Source: an optimization exercise on an open RTL-to-GDS flow (aim: small area and a short achievable clock period). Production flows keep margins and buffers that such runs may drop.
Where RTL was checked, it was by simulation tests only, not by an equivalence proof against the original.

the reference run:
## dct_core
module dct_core (
    input                clk,
    input                rst_n,
    input                start,
    input signed [255:0] a1,
    output               done,
    output       [255:0] final_output
);
export LEC_CHECK = 0
export ABC_AREA = 1
export CAP_MARGIN = 20
export CORE_MARGIN = 2
export CORE_UTILIZATION = 50
export CTS_CLUSTER_DIAMETER = 70
export CTS_CLUSTER_SIZE = 30
export PLACE_DENSITY = 0.62
export SLEW_MARGIN = 40
create_clock -name core_clock -period 10.0 [get_ports {clk}]
standard.sh (not shown) runs the stock make flow with config.mk's settings and CLKGATE_MAP_FILE= SYNTH_SCRIPT=/design/flow/synth_recipe.tcl, a recipe that flattens the netlist after the stock synthesis.
==> flow/flow/run.sh <==
#!/bin/bash
set -e
bash standard.sh BUFFER_PORTS_ARGS="-buffer_cell sky130_fd_sc_hd__buf_4" \
    SETUP_SLACK_MARGIN=6.6 finish > flow.log 2>&1
The reference run finished every step from synthesis to the final layout, and the layout passed the timing, design-rule and antenna checks.
Relative to the reference run, the following input files were edited for the trial run:
diff --git a/flow/config.mk b/flow/config.mk
--- a/flow/config.mk
+++ b/flow/config.mk
@@ -10,6 +10,6 @@
 export CORE_MARGIN = 2
-export CORE_UTILIZATION = 50
+export CORE_UTILIZATION = 60
 export CTS_CLUSTER_DIAMETER = 70
 export CTS_CLUSTER_SIZE = 30
-export PLACE_DENSITY = 0.62
+export PLACE_DENSITY = 0.72
 export SLEW_MARGIN = 40
==> comparison <==
- Higher initial DRC count goes to the trial run over the reference run.
- Where die area is concerned, the reference run is outperformed by the trial run.
- Area of the multi-input gates delta (the reference run -> the trial run): insignificant
- The trial run ended up with a higher post-layout minimum cycle time than the reference run did.
- Detailed-route via count went up slightly going from the reference run to the trial run.
- Highest achievable clock rate: the trial run vs the reference run down 0.32%
No functional check of the RTL was part of any run of this note.


== P ==
dct_core, a different RTL version from the one above (not shown whole).
Size in the first run: ~6,700 flip-flops, roughly 520 I/O pins, roughly 0.35 mm2 of cells after synthesis.
==> flow/config.mk <==
export PLATFORM = sky130hd
export DESIGN_NAME = dct_core
export DESIGN_NICKNAME = dct_core
export VERILOG_FILES = /design/flow/design.v
export SDC_FILE = /design/flow/constraint.sdc
export NUM_CORES = 8
export LEC_CHECK = 0
export CAP_MARGIN = 20
export CORE_MARGIN = 2
export CORE_UTILIZATION = 40
export SLEW_MARGIN = 40
==> flow/constraint.sdc <==
create_clock -name core_clock -period 10.0 [get_ports {clk}]
set_input_delay 2.0000 -clock core_clock [delete_from_list [all_inputs] [get_ports {clk}]]
set_output_delay 2.0000 -clock core_clock [all_outputs]
set_load 0.01 [all_outputs]
==> flow/flow/run.sh <==
#!/bin/bash
# Standard ORFS flow (the standard.sh, standard synthesis) with two
# changes to how the layout is made: the ports are buffered with buf_4
# instead of the default pick, the core is 60% utilised, and timing repair aims at a 3.7 ns period
# (setup margin 6.3 ns against the 10 ns clock). Constraints are unchanged.
set -e
bash standard.sh BUFFER_PORTS_ARGS="-buffer_cell sky130_fd_sc_hd__buf_4" \
    SETUP_SLACK_MARGIN=6.3 CORE_UTILIZATION=60 PLACE_DENSITY=0.72 finish > flow.log 2>&1
P: PASS, flow complete, no timing, DRC or antenna violations
The following lists how Q was set up differently from P:
diff --git a/flow/flow/run.sh b/flow/flow/run.sh
--- a/flow/flow/run.sh
+++ b/flow/flow/run.sh
@@ -4 +4 @@
-# instead of the default pick, the core is 60% utilised, and timing repair aims at a 3.7 ns period
+# instead of the default pick, and timing repair aims at a 3.7 ns period
@@ -8 +8 @@
-    SETUP_SLACK_MARGIN=6.3 CORE_UTILIZATION=60 PLACE_DENSITY=0.72 finish > flow.log 2>&1
+    SETUP_SLACK_MARGIN=6.3 finish > flow.log 2>&1
Findings:
Q: done, clean on timing, DRC and antenna
Summary — clock buffer instance count of the final layout, Q relative to P: higher, by 48.
Summary of Q over P: starting density of the core dropped 20 points, total global-route track usage decreased 11 points.
> inputs changed (Q -> R)
Settings: PLACE_DENSITY: unset -> 0.72; ABC_AREA: unset -> 1; CTS_CLUSTER_DIAMETER: unset -> 70; CORE_UTILIZATION: 40 -> 60; CTS_CLUSTER_SIZE: unset -> 30.
==> flow/flow/run.sh <==
#!/bin/bash
set -e
bash standard.sh BUFFER_PORTS_ARGS="-buffer_cell sky130_fd_sc_hd__buf_4" \
    SETUP_SLACK_MARGIN=6.4 finish > flow.log 2>&1
[summary]
- | number of standard cells in the layout, taps in and fillers out | R vs Q | about 10% higher |
- Taking Q over R, the wire length of the first global-routing pass ratio works out to 0.934.
- Comparing R against Q, there is no change at all in total setup violations reported at the end of the flow.
Setup changes, R to S
Settings: ABC_AREA: 1 -> unset; CTS_CLUSTER_SIZE: 30 -> unset; CTS_CLUSTER_DIAMETER: 70 -> unset; PLACE_DENSITY: 0.72 -> unset; CORE_UTILIZATION: 60 -> 40.
==> flow/flow/run.sh <==
#!/bin/bash
# Standard ORFS flow (the standard.sh, standard synthesis) with two
# changes to how the layout is made: the ports are buffered with buf_4
# instead of the default pick, the core is 60% utilised, and timing repair aims at a 3.3 ns period
# (setup margin 6.7 ns against the 10 ns clock). Constraints are unchanged.
set -e
bash standard.sh BUFFER_PORTS_ARGS="-buffer_cell sky130_fd_sc_hd__buf_4" \
    SETUP_SLACK_MARGIN=6.7 CORE_UTILIZATION=60 PLACE_DENSITY=0.72 finish > flow.log 2>&1
Notes after the runs:
- S completed; timing, DRC and antenna clean
- Number of core rows in S vs R: down about 1%
- Going from R to S, clock skew moved up; number of fillers in the final layout saw a decrease.
- From R to S the numbers moved as follows: final critical delay including setup and external delays +0.24 ns; final wirelength -4.2%; combined flip-flop and latch cell area +640 um2; fmax -6.2%.
- Final area was higher in S than in R.
- Setup slack: S less than R


dct_core, a different RTL version from the one above (not shown whole).
For scale: ~40000 cells after synthesis, about 520 I/O pins, ~0.29 mm^2 of cells after synthesis.
Settings: LEC_CHECK=0, ABC_AREA=1, CAP_MARGIN=20, CORE_MARGIN=2, CORE_UTILIZATION=60, CTS_CLUSTER_DIAMETER=70, CTS_CLUSTER_SIZE=30, PLACE_DENSITY=0.72, SLEW_MARGIN=40; clock period 10.0 ns.
==> flow/flow/run.sh <==
#!/bin/bash
set -e
bash standard.sh BUFFER_PORTS_ARGS="-buffer_cell sky130_fd_sc_hd__buf_4" \
    SETUP_SLACK_MARGIN=6.7 finish > flow.log 2>&1
Rerun with:
==> flow/flow/run.sh (replaced) <==
#!/bin/bash
set -e
bash standard.sh BUFFER_PORTS_ARGS="-buffer_cell sky130_fd_sc_hd__buf_4" \
    SETUP_SLACK_MARGIN=6.6 finish > flow.log 2>&1
Outcome:
- The changed run went through all stages and came out clean
- die area is unchanged
- design area fell by about 1.4%
- register-to-register slack loses 0.07 ns
- clock skew rose by 0.0060 ns
- synthesized cell count does not change
- fmax fell by about 0.3%
- worst setup slack loses 0.011 ns
Rerun with:
--- a/flow/config.mk
+++ b/flow/config.mk
@@ -10,6 +10,6 @@
 export CORE_MARGIN = 2
-export CORE_UTILIZATION = 60
+export CORE_UTILIZATION = 65
 export CTS_CLUSTER_DIAMETER = 70
 export CTS_CLUSTER_SIZE = 30
-export PLACE_DENSITY = 0.72
+export PLACE_DENSITY = 0.75
 export SLEW_MARGIN = 40
The new run produced a clean layout. Cell count falls slightly. Worst hold slack barely changes. Global-route usage rises by 3.2 points. Core utilization rose by 5.5 points. Synthesized area is unchanged. Wire length grows slightly.
No run of this note included a check of the RTL's function; only the layout flow was run.

[separate check: timing with driven ports]
Ports are ideal in the flow. The routed layouts listed here were re-timed in OpenROAD. Step 1 (the two cells are an assumption about what drives the block):
set clk [get_ports {clk}]
set_driving_cell -lib_cell sky130_fd_sc_hd__clkbuf_16 $clk
set_driving_cell -lib_cell sky130_fd_sc_hd__buf_2 [delete_from_list [all_inputs] $clk]
Step 2, shift: input delay + t, output delay - t, t = (earliest + latest rising clock arrival at the registers) / 2. This alone moves slack from input paths to output paths. a / b / c = no drivers / after step 1 / after step 2; a / b = the first two.
run | t (ns) | setup WS [ns] | worst setup path after step 2 | slew at the worst register clock pin (ns)
the reference run | 1.172 | 6.448 / 6.324 / 5.634 | input to register | 0.11 / 0.11
the trial run | 1.172 | 6.437 / 6.291 / 5.585 | input to register | 0.11 / 0.11
P | 1.287 | 6.277 / 6.180 / 5.030 | input to register | 0.08 / 0.08
Q | 1.292 | 6.292 / 6.146 / 5.121 | input to register | 0.07 / 0.07
R | 1.224 | 6.402 / 6.241 / 5.468 | input to register | 0.11 / 0.11
S | 1.263 | 6.165 / 6.198 / 5.017 | input to register | 0.08 / 0.08
the first run of note 3 | 1.145 | 6.468 / 6.327 / 5.707 | input to register | 0.11 / 0.11
the second run of note 3 | 1.159 | 6.457 / 6.319 / 5.608 | input to register | 0.11 / 0.11
the third run of note 3 | 1.188 | 6.209 / 6.209 / 5.573 | input to register | 0.12 / 0.12
After both steps every run listed still meets setup and hold. The setup slack of P, which loses most, moves by -0.097 ns with the drivers and by -1.247 ns with both steps.
